This design comes from an exercise in tuning for small area, a short achievable clock period and few clock cycles on the open sky130 flow, not from production work.
In this exercise RTL edits were held to simulation tests only and were not proved equivalent to the original.

==> harbor: inputs <==
==> flow/design.v <==
module cpu (
    input  wire        clk,
    input  wire        reset,
    output wire [31:0] mem_addr,
    output wire [31:0] mem_wdata,
    output wire        mem_we,
    input  wire [31:0] mem_rdata
);
    reg  [31:0] ma;                  
    reg  [31:0] wd;                  
    reg         we;                  
    reg         isf0, isf1, isf2;    
    reg  [31:0] fpc;                 
    reg  [31:0] npc;                 
    reg  [31:0] ir;
    reg         irv;
    reg         l1v, l2v, l3v;
    reg  [4:0]  l1r, l2r, l3r;
    reg  [1:0]  l1t, l2t, l3t;       
    reg  [1:0]  rmw;                 
    reg  [31:0] rf [0:31];           
    reg  [31:0] rv;                  
    assign mem_addr  = ma;
    assign mem_wdata = wd;
    assign mem_we    = we;
    wire [5:0]  op  = ir[31:26];
    wire [4:0]  rs  = ir[25:21];
    wire [4:0]  rt  = ir[20:16];
    wire [4:0]  rd  = ir[15:11];
    wire [4:0]  sh  = ir[10:6];
    wire [5:0]  fn  = ir[5:0];
    wire [15:0] imm = ir[15:0];
    wire [31:0] sext = {{16{imm[15]}}, imm};
    wire rtype  = (op == 6'h00);
    wire r_add  = rtype & (fn == 6'h20);
    wire r_sub  = rtype & (fn == 6'h22);
    wire r_and  = rtype & (fn == 6'h24);
    wire r_slt  = rtype & (fn == 6'h2A);
    wire r_sll  = rtype & (fn == 6'h00);
    wire r_srl  = rtype & (fn == 6'h02);
    wire r_sra  = rtype & (fn == 6'h03);
    wire r_sllv = rtype & (fn == 6'h04);
    wire r_srav = rtype & (fn == 6'h07);
    wire r_jr   = rtype & (fn == 6'h08);
    wire r_brk  = rtype & (fn == 6'h0D);
    wire i_addi = (op == 6'h08) | (op == 6'h09);
    wire i_slti = (op == 6'h0A);
    wire i_lui  = (op == 6'h0F);
    wire i_ld   = (op == 6'h23) | (op == 6'h21) | (op == 6'h20);
    wire i_sw   = (op == 6'h2A);
    wire i_sp   = (op == 6'h29) | (op == 6'h28);     
    wire i_br   = (op[5:2] == 4'b0001);              
    wire i_j    = (op == 6'h02);
    wire i_jal  = (op == 6'h03);
    wire r_shift = r_sll | r_srl | r_sra | r_sllv | r_srav;
    wire w_rd    = r_add | r_sub | r_and | r_slt | r_shift;
    wire w_rt    = i_addi | i_slti | i_lui;
    wire writes  = w_rd | w_rt | i_jal;
    wire [4:0] dest = w_rd ? rd : (w_rt ? rt : 5'd31);
    wire uses_rs = ~(i_j | i_jal);
    wire uses_rt = rtype | i_br | i_sw | i_sp;
    wire d_wr    = writes | i_ld;
    wire [4:0] d_dest = i_ld ? rt : dest;
    wire [31:0] ra = rv[rs] ? rf[rs] : ((rs == 5'd29) ? 32'd227 : 32'd0);
    wire [31:0] rb = rv[rt] ? rf[rt] : ((rt == 5'd29) ? 32'd227 : 32'd0);
    wire hz1 = l1v & ((uses_rs & (rs == l1r)) | (uses_rt & (rt == l1r)) | (d_wr & (d_dest == l1r)));
    wire hz2 = l2v & ((uses_rs & (rs == l2r)) | (uses_rt & (rt == l2r)) | (d_wr & (d_dest == l2r)));
    wire hz3 = l3v & (writes | (uses_rs & (rs == l3r)) | (uses_rt & (rt == l3r)));
    wire e_ok = irv & ~hz1 & ~hz2 & ~hz3 & ~r_brk & (rmw == 2'd0);
    wire rmw_end = (rmw == 2'd3);
    wire use_imm = i_addi | i_slti | i_ld | i_sw | i_sp;
    wire do_sub  = r_sub | r_slt | i_slti | i_br;
    wire [31:0] bop = use_imm ? sext : rb;
    wire [31:0] sum = ra + (do_sub ? ~bop : bop) + {31'd0, do_sub};
    wire lt = (ra[31] ^ bop[31]) ? ra[31] : sum[31];
    wire eq = (ra == rb);
    wire [31:0] shv = (r_sllv | r_srav) ? ra : rb;
    wire [4:0]  sha = (r_sllv | r_srav) ? rb[4:0] : sh;
    wire        sh_left  = r_sll | r_sllv;
    wire        sh_arith = r_sra | r_srav;
    wire [31:0] shl = shv << sha;
    wire signed [31:0] sra = $signed(shv) >>> sha;
    wire [31:0] shr = sh_arith ? sra : (shv >> sha);
    wire [31:0] shres = sh_left ? shl : shr;
    reg [31:0] res;
    always @(*) begin
        if (r_and)               res = ra & rb;
        else if (r_slt | i_slti) res = {31'd0, lt};
        else if (i_lui)          res = {imm, 16'd0};
        else if (r_shift)        res = shres;
        else if (i_jal)          res = npc;
        else                     res = sum;
    end
    reg taken;
    always @(*) begin
        case (op[1:0])
            2'b00: taken = eq;           
            2'b01: taken = ~eq;          
            2'b10: taken = lt | eq;      
            default: taken = ~(lt | eq);  
        endcase
    end
    wire [31:0] btgt = npc + {sext[29:0], 2'b00};
    wire [31:0] jtgt = {npc[31:28], ir[25:0], 2'b00};
    wire [31:0] tgt  = r_jr ? ra : ((i_j | i_jal) ? jtgt : btgt);
    wire redirect = e_ok & ((i_br & taken) | i_j | i_jal | r_jr);
    wire consume  = (e_ok & ~i_sp) | rmw_end;
    wire memop    = (e_ok & (i_ld | i_sw | i_sp)) | rmw_end;
    wire ir_free  = ~irv | consume;
    wire drop     = isf2 & ~redirect & ~ir_free;
    wire kill     = redirect | drop;
    wire [31:0] fa  = redirect ? tgt : (drop ? npc : fpc);
    wire [31:0] fa4 = fa + 32'd4;
    reg [31:0] ldata;
    always @(*) begin
        case (l3t)
            2'd2:    ldata = mem_rdata;
            2'd1:    ldata = {16'd0, mem_rdata[15:0]};
            default: ldata = {24'd0, mem_rdata[7:0]};
        endcase
    end
    wire        wen   = l3v | (e_ok & writes);
    wire [4:0]  waddr = l3v ? l3r : dest;
    wire [31:0] wdat  = l3v ? ldata : res;
    always @(posedge clk) begin
        if (wen) rf[waddr] <= wdat;
    end
    always @(posedge clk or posedge reset) begin
        if (reset) rv <= 32'd0;
        else if (wen) rv[waddr] <= 1'b1;
    end
    always @(posedge clk or posedge reset) begin
        if (reset) begin
            ma   <= 32'd0;
            we   <= 1'b0;
            isf0 <= 1'b1;
            isf1 <= 1'b0;
            isf2 <= 1'b0;
            fpc  <= 32'd4;
            npc  <= 32'd4;
            irv  <= 1'b0;
            l1v  <= 1'b0;
            l2v  <= 1'b0;
            l3v  <= 1'b0;
            rmw  <= 2'd0;
        end else begin
            ma   <= memop ? sum : fa;
            we   <= (e_ok & i_sw) | rmw_end;
            fpc  <= memop ? fa : fa4;
            npc  <= redirect ? fa4 : (consume ? npc + 32'd4 : npc);
            isf0 <= ~memop;
            isf1 <= isf0 & ~kill;
            isf2 <= isf1 & ~kill;
            if (isf2 & ~redirect & ir_free) irv <= 1'b1;
            else if (consume)               irv <= 1'b0;
            l1v  <= e_ok & i_ld;
            l2v  <= l1v;
            l3v  <= l2v;
            if (e_ok & i_sp)  rmw <= 2'd1;
            else if (rmw != 2'd0) rmw <= rmw + 2'd1;
        end
    end
    always @(posedge clk) begin
        if (isf2 & ~redirect & ir_free) ir <= mem_rdata;
        l1r <= rt;
        l1t <= op[1] ? 2'd2 : (op[0] ? 2'd1 : 2'd0);
        l2r <= l1r;  l2t <= l1t;
        l3r <= l2r;  l3t <= l2t;
        if (e_ok & (i_sw | i_sp))  wd <= rb;
        else if (rmw_end)          wd <= op[0] ? {mem_rdata[31:16], wd[15:0]}    
                                               : {mem_rdata[31:8],  wd[7:0]};    
    end
endmodule
==> flow/run.sh <==
#!/bin/bash
# synth_recipe.tcl (not shown) runs the flow's synth.tcl, then flattens the netlist and writes it again
# the make line also repeats each setting of config.mk as NAME=value (left out here)
make -C /OpenROAD-flow-scripts/flow DESIGN_CONFIG=/design/flow/config.mk WORK_HOME=/design/flow/orfs CLKGATE_MAP_FILE= SYNTH_SCRIPT=/design/flow/synth_recipe.tcl finish
==> flow/config.mk <==
export PLATFORM = sky130hd
export DESIGN_NAME = cpu
export DESIGN_NICKNAME = cpu
export VERILOG_FILES = /design/flow/design.v
export SDC_FILE = /design/flow/constraint.sdc
export NUM_CORES = 4
export LEC_CHECK = 0
export CAP_MARGIN = 20
export CORE_MARGIN = 2
export CORE_UTILIZATION = 40
export SLEW_MARGIN = 20
==> flow/constraint.sdc <==
create_clock -name core_clock -period 22.0 [get_ports {clk}]
set_input_delay 4.4000 -clock core_clock [delete_from_list [all_inputs] [get_ports {clk}]]
set_output_delay 4.4000 -clock core_clock [all_outputs]
set_load 0.01 [all_outputs]
==> cedar: changes against harbor <==
==> flow/design.v, changed modules only <==
module cpu (
    input  wire        clk,
    input  wire        reset,
    output wire [31:0] mem_addr,
    output wire [31:0] mem_wdata,
    output wire        mem_we,
    input  wire [31:0] mem_rdata
);
    reg  [31:0] ma;                  
    reg  [31:0] wd;                  
    reg         we;                  
    reg         isf0, isf1, isf2;    
    reg  [31:0] fsave;               
    reg  [31:0] pc;                  
    reg  [31:0] ir;
    reg         irv;
    reg         boot;                
    reg         l1v, l2v, l3v;
    reg  [4:0]  l1r, l2r, l3r;
    reg  [1:0]  l1t, l2t, l3t;       
    reg  [1:0]  rmw;                 
    reg         rmwh;                
    reg  [31:0] da;                  
    reg  [31:0] rf [0:31];           
    reg  [31:0] rv;                  
    assign mem_addr  = ma;
    assign mem_wdata = wd;
    assign mem_we    = we;
    wire [5:0]  op  = ir[31:26];
    wire [4:0]  rs  = ir[25:21];
    wire [4:0]  rt  = ir[20:16];
    wire [4:0]  rd  = ir[15:11];
    wire [4:0]  sh  = ir[10:6];
    wire [5:0]  fn  = ir[5:0];
    wire [15:0] imm = ir[15:0];
    wire [31:0] sext = {{16{imm[15]}}, imm};
    wire rtype  = (op == 6'h00);
    wire r_add  = rtype & (fn == 6'h20);
    wire r_sub  = rtype & (fn == 6'h22);
    wire r_and  = rtype & (fn == 6'h24);
    wire r_slt  = rtype & (fn == 6'h2A);
    wire r_sll  = rtype & (fn == 6'h00);
    wire r_srl  = rtype & (fn == 6'h02);
    wire r_sra  = rtype & (fn == 6'h03);
    wire r_sllv = rtype & (fn == 6'h04);
    wire r_srav = rtype & (fn == 6'h07);
    wire r_jr   = rtype & (fn == 6'h08);
    wire r_brk  = rtype & (fn == 6'h0D);
    wire i_addi = (op == 6'h08) | (op == 6'h09);
    wire i_slti = (op == 6'h0A);
    wire i_lui  = (op == 6'h0F);
    wire i_ld   = (op == 6'h23) | (op == 6'h21) | (op == 6'h20);
    wire i_sw   = (op == 6'h2A);
    wire i_sp   = (op == 6'h29) | (op == 6'h28);     
    wire i_br   = (op[5:2] == 4'b0001);              
    wire i_j    = (op == 6'h02);
    wire i_jal  = (op == 6'h03);
    wire r_shift = r_sll | r_srl | r_sra | r_sllv | r_srav;
    wire w_rd    = r_add | r_sub | r_and | r_slt | r_shift;
    wire w_rt    = i_addi | i_slti | i_lui;
    wire writes  = w_rd | w_rt | i_jal;
    wire [4:0] dest = w_rd ? rd : (w_rt ? rt : 5'd31);
    wire uses_rs = ~(i_j | i_jal);
    wire uses_rt = rtype | i_br | i_sw | i_sp;
    wire d_wr    = writes | i_ld;
    wire [4:0] d_dest = i_ld ? rt : dest;
    wire [31:0] ra = rv[rs] ? rf[rs] : ((rs == 5'd29) ? 32'd227 : 32'd0);
    wire [31:0] rb = rv[rt] ? rf[rt] : ((rt == 5'd29) ? 32'd227 : 32'd0);
    wire hz1 = l1v & ((uses_rs & (rs == l1r)) | (uses_rt & (rt == l1r)) | (d_wr & (d_dest == l1r)));
    wire hz2 = l2v & ((uses_rs & (rs == l2r)) | (uses_rt & (rt == l2r)) | (d_wr & (d_dest == l2r)));
    wire hz3 = l3v & (writes | (uses_rs & (rs == l3r)) | (uses_rt & (rt == l3r)));
    wire rmw_end = (rmw == 2'd3);
    wire e_mem   = i_ld | i_sw | i_sp;
    wire e_ctl   = i_br | i_j | i_jal | r_jr;
    wire hzm     = ((rmw != 2'd0) & e_mem) | (rmw_end & e_ctl);
    wire e_ok = irv & ~hz1 & ~hz2 & ~hz3 & ~hzm & ~r_brk;
    wire use_imm = i_addi | i_slti | i_ld | i_sw | i_sp;
    wire do_sub  = r_sub | r_slt | i_slti | i_br;
    wire [31:0] bop = use_imm ? sext : rb;
    wire [31:0] sum = ra + (do_sub ? ~bop : bop) + {31'd0, do_sub};
    wire lt = (ra[31] ^ bop[31]) ? ra[31] : sum[31];
    wire eq = (ra == rb);
    wire [31:0] shv = (r_sllv | r_srav) ? ra : rb;
    wire [4:0]  sha = (r_sllv | r_srav) ? rb[4:0] : sh;
    wire        sh_left  = r_sll | r_sllv;
    wire        sh_arith = r_sra | r_srav;
    wire [31:0] shl = shv << sha;
    wire signed [31:0] sra = $signed(shv) >>> sha;
    wire [31:0] shr = sh_arith ? sra : (shv >> sha);
    wire [31:0] shres = sh_left ? shl : shr;
    wire [31:0] pc4 = pc + 32'd4;
    wire [31:0] pc8 = pc + 32'd8;
    wire [3:0]  pc8h = pc8[31:28];
    reg [31:0] res;
    always @(*) begin
        if (r_and)               res = ra & rb;
        else if (r_slt | i_slti) res = {31'd0, lt};
        else if (i_lui)          res = {imm, 16'd0};
        else if (r_shift)        res = shres;
        else if (i_jal)          res = pc4;
        else                     res = sum;
    end
    reg taken;
    always @(*) begin
        case (op[1:0])
            2'b00: taken = eq;           
            2'b01: taken = ~eq;          
            2'b10: taken = lt | eq;      
            default: taken = ~(lt | eq);  
        endcase
    end
    wire [31:0] btgt = pc4 + {sext[29:0], 2'b00};
    wire [31:0] jtgt = {pc4[31:28], ir[25:0], 2'b00};
    wire [31:0] tgt  = r_jr ? ra : btgt;
    wire redirect = e_ok & ((i_br & taken) | r_jr);
    wire consume  = e_ok;
    wire memop    = e_ok & e_mem;
    wire ir_free  = ~irv | consume;
    wire ir_load  = isf2 & ~redirect & ir_free;
    wire drop     = isf2 & ~redirect & ~ir_free;
    wire pj       = ir_load & (mem_rdata[31:27] == 5'b00001);
    wire [3:0]  pjh = irv ? pc8h : pc4[31:28];           
    wire [31:0] pjt = {pjh, mem_rdata[25:0], 2'b00};
    wire kill     = redirect | drop | pj;
    wire [31:0] fpc = isf0 ? ma + 32'd4 : fsave;
    wire [31:0] fa  = redirect ? tgt : (pj ? pjt : (drop ? pc4 : fpc));
    reg [31:0] ldata;
    always @(*) begin
        case (l3t)
            2'd2:    ldata = mem_rdata;
            2'd1:    ldata = {16'd0, mem_rdata[15:0]};
            default: ldata = {24'd0, mem_rdata[7:0]};
        endcase
    end
    wire        wen   = l3v | (e_ok & writes);
    wire [4:0]  waddr = l3v ? l3r : dest;
    wire [31:0] wdat  = l3v ? ldata : res;
    always @(posedge clk) begin
        if (wen) rf[waddr] <= wdat;
    end
    always @(posedge clk) begin
        if (boot)     rv <= 32'd0;
        else if (wen) rv[waddr] <= 1'b1;
    end
    always @(posedge clk or posedge reset) begin
        if (reset) begin
            ma   <= 32'd0;
            we   <= 1'b0;
            isf0 <= 1'b1;
            isf1 <= 1'b0;
            isf2 <= 1'b0;
            irv  <= 1'b0;
            boot <= 1'b1;
            l1v  <= 1'b0;
            l2v  <= 1'b0;
            l3v  <= 1'b0;
            rmw  <= 2'd0;
        end else begin
            ma   <= rmw_end ? da : (memop ? sum : fa);
            we   <= (e_ok & i_sw) | rmw_end;
            isf0 <= ~(memop | rmw_end);
            isf1 <= isf0 & ~kill;
            isf2 <= isf1 & ~kill;
            if (ir_load)      irv <= 1'b1;
            else if (consume) irv <= 1'b0;
            boot <= 1'b0;
            l1v  <= e_ok & i_ld;
            l2v  <= l1v;
            l3v  <= l2v;
            if (e_ok & i_sp)  rmw <= 2'd1;
            else if (rmw != 2'd0) rmw <= rmw + 2'd1;
        end
    end
    always @(posedge clk) begin
        fsave <= fa;
        if (boot)          pc <= 32'd0;
        else if (redirect) pc <= tgt;
        else if (consume)  pc <= (i_j | i_jal) ? jtgt : pc4;
        if (ir_load) begin
            ir  <= mem_rdata;
        end
        l1r <= rt;
        l1t <= op[1] ? 2'd2 : (op[0] ? 2'd1 : 2'd0);
        l2r <= l1r;  l2t <= l1t;
        l3r <= l2r;  l3t <= l2t;
        if (e_ok & i_sp) begin
            da   <= sum;
            rmwh <= op[0];
        end
        if (e_ok & (i_sw | i_sp))  wd <= rb;
        else if (rmw_end)          wd <= rmwh ? {mem_rdata[31:16], wd[15:0]}    
                                              : {mem_rdata[31:8],  wd[7:0]};    
    end
endmodule
==> flow/flow/run.sh (new file) <==
#!/bin/bash
# Own layout flow: the standard synthesis unchanged, then the standard
# layout with a larger setup-slack margin for ORFS's repair_timing, so that the
# layout is optimised for a clock well below the 22 ns it is signed off at.
# Each step's full output goes to a log file in the work folder.
set -euo pipefail
bash standard.sh synth > synth.log 2>&1
bash standard.sh SETUP_SLACK_MARGIN=16 finish > layout.log 2>&1
==> flow/standard.sh (new file) <==
#!/bin/bash
# synth_recipe.tcl (not shown) runs the flow's synth.tcl, then flattens the netlist and writes it again
# the make line also repeats each setting of config.mk as NAME=value (left out here)
make -C /OpenROAD-flow-scripts/flow DESIGN_CONFIG=/design/flow/config.mk WORK_HOME=/design/flow/orfs CLKGATE_MAP_FILE= SYNTH_SCRIPT=/design/flow/synth_recipe.tcl "${@:-finish}"
removed: flow/run.sh
==> notes <==
- Of harbor and cedar, cedar has the higher utilization (gap 3.4 points).
- Against harbor, the die area of cedar is higher by about 4%.
- In cedar the critical path depth is lower than in harbor, by 4.
- Against harbor, the fmax of cedar is higher by 58%.
Testbench counts of harbor, summed over its fixed seeds: cycles 31,730.
Testbench counts of cedar, summed over its fixed seeds: cycles 29,288.

separate check: timing with driven ports:
The flow's constraints put no driver on any port. The routed layouts listed below were extracted and timed again, unchanged, in two steps. Step 1: set_driving_cell puts a clkbuf_16 on clk and a buf_2 on each other input, an assumption about the parent block. Step 2 times the ports against the registers' clock, not the clock port: input delays grow and output delays shrink by t, the midpoint of the rising clock arrivals with the driver on. Slacks: no drivers / after step 1 / after step 2; pairs: no drivers / after step 1.
| run | shift t [ns] | slack for setup (ns) | clock arrival spread, ns | worst register clock-pin slew, ns |
|---|---|---|---|---|
| harbor | 0.869 | 11.950 / 11.950 / 11.950 | 0.057 / 0.056 | 0.07 / 0.07 |
| cedar | 0.906 | 15.656 / 15.656 / 15.074 | 0.054 / 0.054 | 0.08 / 0.08 |
After both steps setup and hold are still met in every run listed. For cedar, which loses most, drivers alone change the setup slack by 0.000 ns; drivers and shift together by -0.582 ns.
